Background: an optimization exercise with open tools, aiming at small area, a short achievable clock period and few clock cycles per item. Do not read the settings as production practice.

==> flow/design.v <==
module hw3_0516310(
	input clk,
	input enable,
	input [79:0] inbits,
	output reg [34:0] out_text,
	output reg valid);
	reg [79:0] sr;        
	reg loaded;           
	reg started;          
	reg [2:0] ph;         
	reg [2:0] n;          
	wire [22:0] s = sr[79:57];    
	reg [7:0] live;
	integer i;
	always @*
		for (i = 0; i < 8; i = i + 1) live[i] = (i >= ph);
	reg [20:0] gap;
	reg seen;
	always @* begin
		seen = started;
		for (i = 0; i <= 20; i = i + 1) begin
			gap[i] = seen & ~(s[22-i] | s[21-i] | s[20-i]);
			if (i < 8) gap[i] = gap[i] & live[i];
			seen = seen | s[22-i];
		end
	end
	reg found;
	reg [4:0] b;
	reg [4:0] f;
	always @* begin
		found = 1'b0; b = 0;
		for (i = 20; i >= 0; i = i - 1)
			if (gap[i]) begin found = 1'b1; b = i; end
		f = 16;
		for (i = 15; i >= 0; i = i - 1)
			if (s[22-i]) f = i;
	end
	wire [4:0] e = b + 3;
	wire [4:0] fq = f / 8;
	wire [4:0] q = found ? e / 8 : (fq == 0 ? 1 : fq);
	wire [79:0] nxt = ({80{~loaded}} & inbits)
	                | ({80{loaded & (q == 0)}} & sr)
	                | ({80{loaded & (q == 1)}} & {sr[71:0], 8'b0})
	                | ({80{loaded & (q == 2)}} & {sr[63:0], 16'b0});
	reg [19:0] m;
	always @*
		for (i = 0; i < 20; i = i + 1)
			m[19-i] = s[22-i] & (i >= 8 || live[i]);
	wire [19:0] msh = m >> (20 - b);
	wire [12:0] code = msh[12:0];
	reg [6:0] letter;
	always @* begin
		case (code)
			13'b10111         : letter = 7'd65;
			13'b111010101     : letter = 7'd66;
			13'b11101011101   : letter = 7'd67;
			13'b1110101       : letter = 7'd68;
			13'b1             : letter = 7'd69;
			13'b101011101     : letter = 7'd70;
			13'b111011101     : letter = 7'd71;
			13'b1010101       : letter = 7'd72;
			13'b101           : letter = 7'd73;
			13'b1011101110111 : letter = 7'd74;
			13'b111010111     : letter = 7'd75;
			13'b101110101     : letter = 7'd76;
			13'b1110111       : letter = 7'd77;
			13'b11101         : letter = 7'd78;
			13'b11101110111   : letter = 7'd79;
			13'b10111011101   : letter = 7'd80;
			13'b1110111010111 : letter = 7'd81;
			13'b1011101       : letter = 7'd82;
			13'b10101         : letter = 7'd83;
			13'b111           : letter = 7'd84;
			13'b1010111       : letter = 7'd85;
			13'b101010111     : letter = 7'd86;
			13'b101110111     : letter = 7'd87;
			13'b11101010111   : letter = 7'd88;
			13'b1110101110111 : letter = 7'd89;
			13'b11101110101   : letter = 7'd90;
			default           : letter = 7'd0;
		endcase
	end
	wire emit = loaded & ~valid & found;
	always @(posedge clk) begin
		sr <= nxt;
		if (emit) out_text <= {out_text[27:0], letter};
		if (!enable) begin
			loaded <= 1'b0;
			started <= 1'b0;
			ph <= 0;
			n <= 3'd0;
			valid <= 1'b0;
		end else begin
			loaded <= 1'b1;
			if (loaded) begin
				started <= started | found | (|s[22:15]);
				ph <= found ? e % 8 : 0;
			end
			if (emit) begin
				n <= n + 3'd1;
				if (n == 3'd4) valid <= 1'b1;
			end
		end
	end
endmodule
clock: 5.0 ns
lec_check: 0
cap_margin: 20
core_margin: 2
core_utilization: 40
slew_margin: 20
run.sh (not shown) runs the stock make flow with config.mk's settings and CLKGATE_MAP_FILE= SYNTH_SCRIPT=/design/flow/synth_recipe.tcl, a recipe that flattens the netlist after the stock synthesis.
==> next run, changes <==
==> flow/design.v (replaced) <==
module hw3_0516310(
	input clk,
	input enable,
	input [79:0] inbits,
	output reg [34:0] out_text,
	output reg valid);
	reg [79:0] sr;        
	reg loaded;           
	reg started;          
	reg [2:0] n;          
	wire [15:0] s = sr[79:64];    
	reg [13:0] gap;
	reg seen;
	integer i;
	always @* begin
		seen = started;
		for (i = 0; i < 14; i = i + 1) begin
			gap[i] = seen & ~(s[15-i] | s[14-i] | s[13-i]);
			seen = seen | s[15-i];
		end
	end
	reg found, one;
	reg [3:0] b, f;
	always @* begin
		found = 1'b0; b = 4'd0;
		for (i = 13; i >= 0; i = i - 1)
			if (gap[i]) begin found = 1'b1; b = i; end
		one = 1'b0; f = 4'd14;
		for (i = 13; i >= 0; i = i - 1)
			if (s[15-i]) begin one = 1'b1; f = i; end
	end
	wire [3:0] am1 = found ? b + 4'd2 : (f == 4'd0 ? 4'd0 : f - 4'd1);
	wire [79:0] nxt = {sr[78:0], 1'b0} << am1;
	wire [12:0] code = s[15:3] >> (4'd13 - b);
	reg [6:0] letter;
	always @* begin
		case (code)
			13'b10111         : letter = 7'd65;
			13'b111010101     : letter = 7'd66;
			13'b11101011101   : letter = 7'd67;
			13'b1110101       : letter = 7'd68;
			13'b1             : letter = 7'd69;
			13'b101011101     : letter = 7'd70;
			13'b111011101     : letter = 7'd71;
			13'b1010101       : letter = 7'd72;
			13'b101           : letter = 7'd73;
			13'b1011101110111 : letter = 7'd74;
			13'b111010111     : letter = 7'd75;
			13'b101110101     : letter = 7'd76;
			13'b1110111       : letter = 7'd77;
			13'b11101         : letter = 7'd78;
			13'b11101110111   : letter = 7'd79;
			13'b10111011101   : letter = 7'd80;
			13'b1110111010111 : letter = 7'd81;
			13'b1011101       : letter = 7'd82;
			13'b10101         : letter = 7'd83;
			13'b111           : letter = 7'd84;
			13'b1010111       : letter = 7'd85;
			13'b101010111     : letter = 7'd86;
			13'b101110111     : letter = 7'd87;
			13'b11101010111   : letter = 7'd88;
			13'b1110101110111 : letter = 7'd89;
			13'b11101110101   : letter = 7'd90;
			default           : letter = 7'd0;
		endcase
	end
	wire emit = loaded & ~valid & found;
	always @(posedge clk) begin
		sr <= loaded ? nxt : inbits;
		if (emit) out_text <= {out_text[27:0], letter};
		if (!enable) begin
			loaded <= 1'b0;
			started <= 1'b0;
			n <= 3'd0;
			valid <= 1'b0;
		end else begin
			loaded <= 1'b1;
			if (loaded) started <= started | found | s[15];
			if (emit) begin
				n <= n + 3'd1;
				if (n == 3'd4) valid <= 1'b1;
			end
		end
	end
endmodule
Outcome: Die area came out higher by 30%. First-iteration DRC count came out lower by 54%. Clock-buffer cell count came out lower by 4. Design area came out higher by 19%. Routed wire length came out higher by 13%. Setup slack gains 65 ps. Critical path depth came out lower by 9. Global-route usage came out lower by 3.0 points.
No functional check of the RTL was part of any run of this note.

afterwards: timing with drivers on the ports:
The flow's constraints put no driver on any port. The routed layouts listed below were extracted and timed again, unchanged, in two steps.
Step 1 (the two cells are an assumption about what drives the block):
set clk [get_ports {clk}]
set_driving_cell -lib_cell sky130_fd_sc_hd__clkbuf_16 $clk
set_driving_cell -lib_cell sky130_fd_sc_hd__buf_2 [delete_from_list [all_inputs] $clk]
Step 2 moves the port delays by t, midway between the first and last clock arrival at a register: inputs arrive t later, outputs are due t later. That takes back most of the time a late clock gives input paths.
Three values: ideal, step 1, step 2; two values: the first two.
run	shift t [ns]	slack for setup (ns)	worst setup path after step 2
the first run	0.465	0.089 / 0.089 / 0.089	register to register
the second run	0.462	0.154 / 0.154 / 0.154	register to register
After both steps every run listed still meets setup and hold.
